Source: an optimization exercise on an open RTL-to-GDS flow (aim: small area, a short achievable clock period and few clock cycles). Production flows keep margins and buffers that such runs may drop.
At most, simulation tests tie the RTL to the original design; equivalence was not proved.
Power is estimated from default activity; no workload was simulated.

==> inputs of trial 19 <==
Design matrix_mult_pipelined_10, start of the top module:
module matrix_mult_pipelined_10 #(parameter DATA_WIDTH = 8)(
    input clk,
    input rst,
    input in_valid,
    input [7:0] in_data,
    output reg in_ready,
    output reg out_valid,
    output reg [2*DATA_WIDTH-1:0] out_data
);
    integer x, k;
    reg [3:0] ph_t, ph_u;      
    reg [3:0] ix_t, ix_u;      
    reg       half;            
    reg       cact;            
    reg       trl;             
    reg [3:0] e;               
    reg       wr_a;            
    reg       wr_b;            
    reg       wr_last;         
    reg [7:0] din_r;
    wire fire = in_valid & in_ready;
    wire ph_u9 = (ph_u == 4'd9);
    wire ph_t9 = (ph_t == 4'd9);
    wire ph99  = ph_u9 & ph_t9;
    wire ix_u9 = (ix_u == 4'd9);
    wire ix_t9 = (ix_t == 4'd9);
    wire ix0   = (ix_u == 4'd0) & (ix_t == 4'd0);
    wire ph_t9u0 = ph_t9 & (ph_u == 4'd0);
    wire ph89  = (ph_t == 4'd8) & ph_u9;
    wire lt_e  = (ph_u < e);                                     
  ...
==> flow/config.mk <==
export PLATFORM = sky130hd
export DESIGN_NAME = matrix_mult_pipelined_10
export DESIGN_NICKNAME = matrix_mult_pipelined_10
export VERILOG_FILES = /design/flow/design.v
export SDC_FILE = /design/flow/constraint.sdc
export NUM_CORES = 4
export LEC_CHECK = 0
export CAP_MARGIN = 20
export CORE_MARGIN = 2
export CORE_UTILIZATION = 65
export CTS_CLUSTER_DIAMETER = 100
export CTS_CLUSTER_SIZE = 30
export PLACE_DENSITY = 0.75
export SLEW_MARGIN = 20
export SYNTH_HIERARCHICAL = 1
export SYNTH_MINIMUM_KEEP_SIZE = 0
==> flow/constraint.sdc <==
create_clock -name core_clock -period 10.0 [get_ports {clk}]
set_input_delay 2.0000 -clock core_clock [delete_from_list [all_inputs] [get_ports {clk}]]
set_output_delay 2.0000 -clock core_clock [all_outputs]
set_load 0.01 [all_outputs]
standard.sh (not shown) runs the stock make flow with config.mk's settings and CLKGATE_MAP_FILE= SYNTH_SCRIPT=/design/flow/synth_recipe.tcl, a recipe that flattens the netlist after the stock synthesis.
==> flow/flow/run.sh <==
#!/bin/bash
# Standard layout (the standard.sh: unchanged synthesis and steps), with
# repair_timing asked to keep a larger setup slack than the default, so the
# resizer also speeds up paths that already meet the 10 ns clock.
bash standard.sh SETUP_SLACK_MARGIN=6.65 finish > standard.log 2>&1
==> trial 80 (differences from trial 19) <==
--- a/flow/design.v
+++ b/flow/design.v
@@ -7,38 +7,28 @@
     output reg out_valid,
     output reg [2*DATA_WIDTH-1:0] out_data
 );
     integer x, k;
     reg [3:0] ph_t, ph_u;      
     reg [3:0] ix_t, ix_u;      
     reg       half;            
     reg       cact;            
-    reg       trl;             
-    reg [3:0] e;               
     reg       wr_a;            
     reg       wr_b;            
     reg       wr_last;         
     reg [7:0] din_r;
     wire fire = in_valid & in_ready;
     wire ph_u9 = (ph_u == 4'd9);
     wire ph_t9 = (ph_t == 4'd9);
     wire ph99  = ph_u9 & ph_t9;
     wire ix_u9 = (ix_u == 4'd9);
     wire ix_t9 = (ix_t == 4'd9);
     wire ix0   = (ix_u == 4'd0) & (ix_t == 4'd0);
-    wire ph_t9u0 = ph_t9 & (ph_u == 4'd0);
-    wire ph89  = (ph_t == 4'd8) & ph_u9;
-    wire lt_e  = (ph_u < e);                                     
-    wire present = wr_b | lt_e;
-    wire start90 = ph_t9u0 & present;
-    wire okc = ph_t9 & (ph_t9u0 | trl) & present;                
-    wire fail = ph_t9 & ~ph_t9u0 & trl & ~present;
-    wire row0_v = okc & ~lt_e;                                   
-    wire cact_n  = (okc & ph_u9) | (cact & ~ph89);
+    wire cact_n  = wr_last | (cact & ~ph99);
     wire idle_nf = ix0 & ~half & ~cact_n;           
     wire [3:0] p1_u = ph_u9 ? 4'd0 : ph_u + 4'd1;   
     wire [3:0] p1_t = ph_u9 ? (ph_t9 ? 4'd0 : ph_t + 4'd1) : ph_t;
     wire       p1_u9 = (p1_u == 4'd9);
     wire       p1_t9 = (p1_t == 4'd9);
     wire [3:0] p2_u = p1_u9 ? 4'd0 : p1_u + 4'd1;   
     wire [3:0] p2_t = p1_u9 ? (p1_t9 ? 4'd0 : p1_t + 4'd1) : p1_t;
     wire aligned_nf = (p2_u == ix_u) & (p2_t == ix_t);
@@ -50,56 +40,49 @@
     wire       i1_h = (ix_u9 & ix_t9) ? ~half : half;
     wire       last = half & ix_u9 & ix_t9;
     always @(posedge clk or posedge rst) begin
         if (rst) begin
             ph_t <= 4'd9; ph_u <= 4'd9;
             ix_t <= 4'd0; ix_u <= 4'd0;
             half <= 1'b0;
             cact <= 1'b0;
-            trl <= 1'b0;
-            e <= 4'd0;
             wr_a <= 1'b0; wr_b <= 1'b0; wr_last <= 1'b0;
             in_ready <= 1'b0;
         end else begin
             in_ready <= fire | rdy_nf;
             ph_t <= fire ? p1_t : pn_t;
             ph_u <= fire ? p1_u : pn_u;
             wr_a <= fire & ~half;
             wr_b <= fire & half;
             wr_last <= fire & last;
             if (fire) begin
                 ix_t <= i1_t; ix_u <= i1_u; half <= i1_h;
             end
             cact <= cact_n;
-            trl <= okc;
-            if (okc & ph_u9)
-                e <= 4'd0;
-            else if (fail)
-                e <= ph_u;
         end
     end
     always @(posedge clk) din_r <= in_data;
     reg [7:0] ra [0:99];
     always @(posedge clk) begin
         for (x = 99; x > 0; x = x - 1) ra[x] <= ra[x-1];
         ra[0] <= wr_a ? din_r : ra[99];
     end
     reg [7:0] rb [0:99];    
     always @(posedge clk) begin
         for (k = 0; k < 10; k = k + 1) begin
             for (x = 9; x > 0; x = x - 1) rb[10*k+x] <= rb[10*k+x-1];
             rb[10*k] <= (wr_b && ph_t == k) ? din_r : rb[10*k+9];
         end
     end
     reg [7:0] ah [0:9];
-    wire ld_row = (cact & (ph_u == 4'd0)) | start90;
+    wire ld_row = cact & (ph_u == 4'd0);
     always @(posedge clk) begin
         if (ld_row)
-            for (k = 0; k < 10; k = k + 1) ah[k] <= ra[89-k];
+            for (k = 0; k < 10; k = k + 1) ah[k] <= ra[99-k];
     end
     wire [7:0] ah0 = ah[0], ah1 = ah[1], ah2 = ah[2], ah3 = ah[3], ah4 = ah[4],
                ah5 = ah[5], ah6 = ah[6], ah7 = ah[7], ah8 = ah[8], ah9 = ah[9];
     wire [7:0] bb0 = rb[0],  bb1 = rb[10], bb2 = rb[20], bb3 = rb[30], bb4 = rb[40],
                bb5 = rb[50], bb6 = rb[60], bb7 = rb[70], bb8 = rb[80], bb9 = rb[90];
     localparam NCUT = 2;
     reg q1597;
     reg q1598;
@@ -2421,17 +2404,17 @@
     wire [15:0] s_x = {v2103, v2101, v2099, v2097, v2095, v2093, v2091, v2089, v2087, v2085, v2083, v2081, v2079, v2077, v2075, v2073};
     wire [15:0] s_y = {v2104, v2102, v2100, v2098, v2096, v2094, v2092, v2090, v2088, v2086, v2084, v2082, v2080, v2078, v2076, v2074};
     always @(posedge clk) out_data <= s_x + s_y;
     reg [NCUT:0] vp;
     always @(posedge clk or posedge rst) begin
         if (rst) begin
             vp <= 0; out_valid <= 1'b0;
         end else begin
-            vp <= {vp[NCUT-1:0], cact | row0_v};
+            vp <= {vp[NCUT-1:0], cact};
             out_valid <= vp[NCUT];
         end
     end
 endmodule
 module mm10_fa(input a, input b, input c, output s, output co);
     assign s = a ^ b ^ c;
     assign co = (a & b) | (a & c) | (b & c);
 endmodule
==> flow/flow/run.sh (replaced) <==
#!/bin/bash
# Standard layout (the standard.sh: unchanged synthesis and steps), with
# repair_timing asked to keep a larger setup slack than the default, so the
# resizer also speeds up paths that already meet the 10 ns clock.
bash standard.sh SETUP_SLACK_MARGIN=7.0 finish > standard.log 2>&1
==> trial 36 (differences from trial 19) <==
--- a/flow/design.v
+++ b/flow/design.v
@@ -9,94 +9,82 @@
 );
     integer x, k;
     reg [3:0] ph_t, ph_u;      
     reg [3:0] ix_t, ix_u;      
     reg       half;            
     reg       cact;            
     reg       trl;             
     reg [3:0] e;               
-    reg       wr_a;            
-    reg       wr_b;            
-    reg       wr_last;         
-    reg [7:0] din_r;
     wire fire = in_valid & in_ready;
+    wire wr_a = fire & ~half;   
+    wire wr_b = fire & half;    
     wire ph_u9 = (ph_u == 4'd9);
     wire ph_t9 = (ph_t == 4'd9);
     wire ph99  = ph_u9 & ph_t9;
     wire ix_u9 = (ix_u == 4'd9);
     wire ix_t9 = (ix_t == 4'd9);
     wire ix0   = (ix_u == 4'd0) & (ix_t == 4'd0);
     wire ph_t9u0 = ph_t9 & (ph_u == 4'd0);
     wire ph89  = (ph_t == 4'd8) & ph_u9;
     wire lt_e  = (ph_u < e);                                     
     wire present = wr_b | lt_e;
     wire start90 = ph_t9u0 & present;
     wire okc = ph_t9 & (ph_t9u0 | trl) & present;                
     wire fail = ph_t9 & ~ph_t9u0 & trl & ~present;
     wire row0_v = okc & ~lt_e;                                   
     wire cact_n  = (okc & ph_u9) | (cact & ~ph89);
-    wire idle_nf = ix0 & ~half & ~cact_n;           
+    wire idle_nf = ix0 & ~half & ~(cact & ~ph89);
     wire [3:0] p1_u = ph_u9 ? 4'd0 : ph_u + 4'd1;   
     wire [3:0] p1_t = ph_u9 ? (ph_t9 ? 4'd0 : ph_t + 4'd1) : ph_t;
-    wire       p1_u9 = (p1_u == 4'd9);
-    wire       p1_t9 = (p1_t == 4'd9);
-    wire [3:0] p2_u = p1_u9 ? 4'd0 : p1_u + 4'd1;   
-    wire [3:0] p2_t = p1_u9 ? (p1_t9 ? 4'd0 : p1_t + 4'd1) : p1_t;
-    wire aligned_nf = (p2_u == ix_u) & (p2_t == ix_t);
+    wire aligned_nf = (p1_u == ix_u) & (p1_t == ix_t);
     wire rdy_nf = idle_nf | aligned_nf;             
-    wire [3:0] pn_u = idle_nf ? 4'd9 : p1_u;        
-    wire [3:0] pn_t = idle_nf ? 4'd9 : p1_t;
+    wire [3:0] pn_u = idle_nf ? 4'd0 : p1_u;        
+    wire [3:0] pn_t = idle_nf ? 4'd0 : p1_t;
     wire [3:0] i1_u = ix_u9 ? 4'd0 : ix_u + 4'd1;   
     wire [3:0] i1_t = ix_u9 ? (ix_t9 ? 4'd0 : ix_t + 4'd1) : ix_t;
     wire       i1_h = (ix_u9 & ix_t9) ? ~half : half;
-    wire       last = half & ix_u9 & ix_t9;
     always @(posedge clk or posedge rst) begin
         if (rst) begin
-            ph_t <= 4'd9; ph_u <= 4'd9;
+            ph_t <= 4'd0; ph_u <= 4'd0;
             ix_t <= 4'd0; ix_u <= 4'd0;
             half <= 1'b0;
             cact <= 1'b0;
             trl <= 1'b0;
             e <= 4'd0;
-            wr_a <= 1'b0; wr_b <= 1'b0; wr_last <= 1'b0;
             in_ready <= 1'b0;
         end else begin
             in_ready <= fire | rdy_nf;
             ph_t <= fire ? p1_t : pn_t;
             ph_u <= fire ? p1_u : pn_u;
-            wr_a <= fire & ~half;
-            wr_b <= fire & half;
-            wr_last <= fire & last;
             if (fire) begin
                 ix_t <= i1_t; ix_u <= i1_u; half <= i1_h;
             end
             cact <= cact_n;
             trl <= okc;
             if (okc & ph_u9)
                 e <= 4'd0;
             else if (fail)
                 e <= ph_u;
         end
     end
-    always @(posedge clk) din_r <= in_data;
     reg [7:0] ra [0:99];
     always @(posedge clk) begin
         for (x = 99; x > 0; x = x - 1) ra[x] <= ra[x-1];
-        ra[0] <= wr_a ? din_r : ra[99];
+        ra[0] <= wr_a ? in_data : ra[99];
     end
     reg [7:0] rb [0:99];    
     always @(posedge clk) begin
         for (k = 0; k < 10; k = k + 1) begin
             for (x = 9; x > 0; x = x - 1) rb[10*k+x] <= rb[10*k+x-1];
-            rb[10*k] <= (wr_b && ph_t == k) ? din_r : rb[10*k+9];
+            rb[10*k] <= (wr_b && ph_t == k) ? in_data : rb[10*k+9];
         end
     end
     reg [7:0] ah [0:9];
-    wire ld_row = (cact & (ph_u == 4'd0)) | start90;
+    wire ld_row = (cact & (ph_u == 4'd0)) | (ph_t9u0 & half);
     always @(posedge clk) begin
         if (ld_row)
             for (k = 0; k < 10; k = k + 1) ah[k] <= ra[89-k];
     end
     wire [7:0] ah0 = ah[0], ah1 = ah[1], ah2 = ah[2], ah3 = ah[3], ah4 = ah[4],
                ah5 = ah[5], ah6 = ah[6], ah7 = ah[7], ah8 = ah[8], ah9 = ah[9];
     wire [7:0] bb0 = rb[0],  bb1 = rb[10], bb2 = rb[20], bb3 = rb[30], bb4 = rb[40],
                bb5 = rb[50], bb6 = rb[60], bb7 = rb[70], bb8 = rb[80], bb9 = rb[90];
==> comparison <==
- The lowest clock skew belongs to trial 36, the highest to trial 80.
- Critical path depth: trial 80 is higher than trial 19 (1).
- In trial 36 the final cell count is smaller than in trial 80, by about 1%.
- The highest area after synthesis belongs to trial 19, the lowest to trial 36.
- The lowest clock-buffer cell count belongs to trial 36, the highest to trial 80.
- Fmax, highest first: trial 80, trial 19, trial 36.
==> figures <==
| item | trial 36 | trial 80 | trial 19 |
|---|---|---|---|
| Number of buffers added by the clock tree synthesis step | 75 | 76 | 75 |
| Clock Network Area Fraction | 0.0337 | 0.0355 | 0.0343 |
| Share of synthesized flip-flops with an asynchronous set or reset | 0.0145 | 0.0134 | 0.0154 |
| Hold Worst Slack | 315 ps | 303 ps | 316 ps |
| Number of sequential cells in the layout | 1935 | 1941 | 1945 |
| Hold Crit Endpoint | ra[20][6] | rb[36][0] | rb[56][4] |
| Post-CTS setup-driven buffer insertion count | 80 | 120 | 73 |
| Sum of net half-perimeters after detailed placement | 78500 µm | 84900 µm | 80000 µm |
| Status | timing/DRC/antenna clean | timing/DRC/antenna clean | timing/DRC/antenna clean |
| Met3 Routed Length | 7910 µm | 7060 µm | 7250 µm |
| FF/Latch Area | 0.0399 mm² | 0.0400 mm² | 0.0400 mm² |
| Post-layout instance area | 0.0626 mm² | 0.0638 mm² | 0.0626 mm² |
| Core occupancy in the finished layout | 0.709 | 0.722 | 0.707 |
| Flop2flop setup slack | 6540 ps | 6630 ps | 6600 ps |
Testbench counts of trial 19, summed over its fixed seeds: cycles 10,360.
Testbench counts of trial 80, summed over its fixed seeds: cycles 10,440.
The RTL of trial 36 was laid out without a check of its function.

========
==> job 3549: inputs <==
Another version of the RTL of matrix_mult_pipelined_10 (not shown whole).
export LEC_CHECK = 0
export CAP_MARGIN = 20
export CORE_MARGIN = 2
export CORE_UTILIZATION = 65
export CTS_CLUSTER_DIAMETER = 100
export CTS_CLUSTER_SIZE = 28
export PLACE_DENSITY = 0.82
export SLEW_MARGIN = 20
export SYNTH_HIERARCHICAL = 1
export SYNTH_MINIMUM_KEEP_SIZE = 0
create_clock -name core_clock -period 10.0 [get_ports {clk}]
==> flow/flow/run.sh <==
#!/bin/bash
# Standard layout (the standard.sh: unchanged synthesis and steps), with
# repair_timing asked to keep a larger setup slack than the default, so the
# resizer also speeds up paths that already meet the 10 ns clock.
bash standard.sh SETUP_SLACK_MARGIN=6.95 finish > standard.log 2>&1
==> job 8853: changes against job 3549 <==
==> flow/flow/run.sh (replaced) <==
#!/bin/bash
# Standard layout (the standard.sh: unchanged synthesis and steps), with
# repair_timing asked to keep a larger setup slack than the default, so the
# resizer also speeds up paths that already meet the 10 ns clock.
bash standard.sh SETUP_SLACK_MARGIN=6.8 finish > standard.log 2>&1
--- a/flow/config.mk
+++ b/flow/config.mk
@@ -8,8 +8,8 @@
 export CAP_MARGIN = 20
 export CORE_MARGIN = 2
-export CORE_UTILIZATION = 65
+export CORE_UTILIZATION = 72
 export CTS_CLUSTER_DIAMETER = 100
-export CTS_CLUSTER_SIZE = 28
-export PLACE_DENSITY = 0.82
+export CTS_CLUSTER_SIZE = 25
+export PLACE_DENSITY = 0.8
 export SLEW_MARGIN = 20
 export SYNTH_HIERARCHICAL = 1
==> job 3509: changes against job 3549 <==
--- a/flow/config.mk
+++ b/flow/config.mk
@@ -8,8 +8,8 @@
 export CAP_MARGIN = 20
 export CORE_MARGIN = 2
-export CORE_UTILIZATION = 65
+export CORE_UTILIZATION = 60
 export CTS_CLUSTER_DIAMETER = 100
 export CTS_CLUSTER_SIZE = 28
-export PLACE_DENSITY = 0.82
+export PLACE_DENSITY = 0.7
 export SLEW_MARGIN = 20
 export SYNTH_HIERARCHICAL = 1
==> run notes <==
| quantity | job 8853 | job 3549 | job 3509 |
|---|---|---|---|
| Run status | timing/DRC/antenna clean | timing/DRC/antenna clean | timing/DRC/antenna clean |
| Worst setup slack for register-to-register paths | 6.43 ns | 6.94 ns | 6.97 ns |
| Sum of routed wire length over all layers | 141,000 microns | 118,000 microns | 113,000 microns |
| Met3 Usage GRT | 0.0668 | 0.0482 | 0.0382 |
| Die area | 85,200 sq um | 94,200 sq um | 102,000 sq um |
| Worst Hold Path EP | rb[82][1] | ra[21][7] | ra[71][5] |
| Area of the multi-input gates | 17,300 sq um | 17,300 sq um | 17,300 sq um |
| Antenna cells | 2 | 1 | 0 |
| WP buf/inv | 0 | 1 | 1 |
| Share of final layout cell area taken by clock buffers and inverters | 0.0408 | 0.0364 | 0.0370 |
| Leak Pwr | 21.1 nW | 21.2 nW | 21.1 nW |
| Worst Hold Slack | 0.298 ns | 0.313 ns | 0.313 ns |
| Reported net switching power | 0.00253 W | 0.00237 W | 0.00236 W |
| NonClk Buf Share | 0.00703 | 0.0117 | 0.00958 |
| Number of gates on the worst path with buffers counted | 8 | 1 | 1 |
| Delay of the slowest cell on the worst path | 0.66 ns | 0.37 ns | 0.36 ns |
| Final-stage net count | 4,483 | 4,492 | 4,487 |
| Final period utilization | 0.357 | 0.318 | 0.318 |
| Worst hold path startpoint | rb[81][1] | ra[20][7] | ra[70][5] |
| Num tapcells | 1,070 | 1,186 | 1,287 |
| Clock Power | 0.00422 W | 0.00391 W | 0.00391 W |
| Number of global-route vias before repair | 31,200 | 28,700 | 27,300 |
| Endpoint of the lowest-slack register-to-register path | q2117 | q2117 | q2081 |
Testbench counts of job 3549, summed over its fixed seeds: cycles 10,360.
Testbench counts of job 8853, summed over its fixed seeds: cycles 10,360.
Testbench counts of job 3509, summed over its fixed seeds: cycles 10,360.

[separate check: timing with driven ports]
In the flow no input, the clock included, has a driving cell. The finished layouts below were timed again as built, in two steps.
Step 1, drivers: a clkbuf_16 drives clk and a buf_2 each remaining input, both assumed.
Step 2 times the ports against the registers' clock, not the clock port: input delays grow and output delays shrink by t, the midpoint of the rising clock arrivals with the driver on.
a / b / c = ideal ports / drivers / drivers and shift; a / b = the first two.
run | t (ns) | slack for setup (ns) | worst register clock-pin slew, ns | pins driven straight from the clock port
trial 19 | 0.748 | 6.601 / 6.601 / 6.195 | 0.12 / 0.12 | 1
trial 80 | 0.748 | 6.631 / 6.631 / 6.533 | 0.12 / 0.12 | 1
trial 36 | 0.736 | 6.539 / 6.539 / 5.921 | 0.12 / 0.12 | 1
job 3549 | 0.761 | 6.820 / 6.747 / 6.469 | 0.12 / 0.12 | 1
job 8853 | 0.760 | 6.427 / 6.427 / 6.286 | 0.12 / 0.12 | 1
job 3509 | 0.770 | 6.820 / 6.750 / 6.420 | 0.11 / 0.11 | 1
After both steps setup and hold are still met in every run listed. The setup slack of trial 36, which loses most, moves by 0.000 ns with the drivers and by -0.618 ns with both steps.
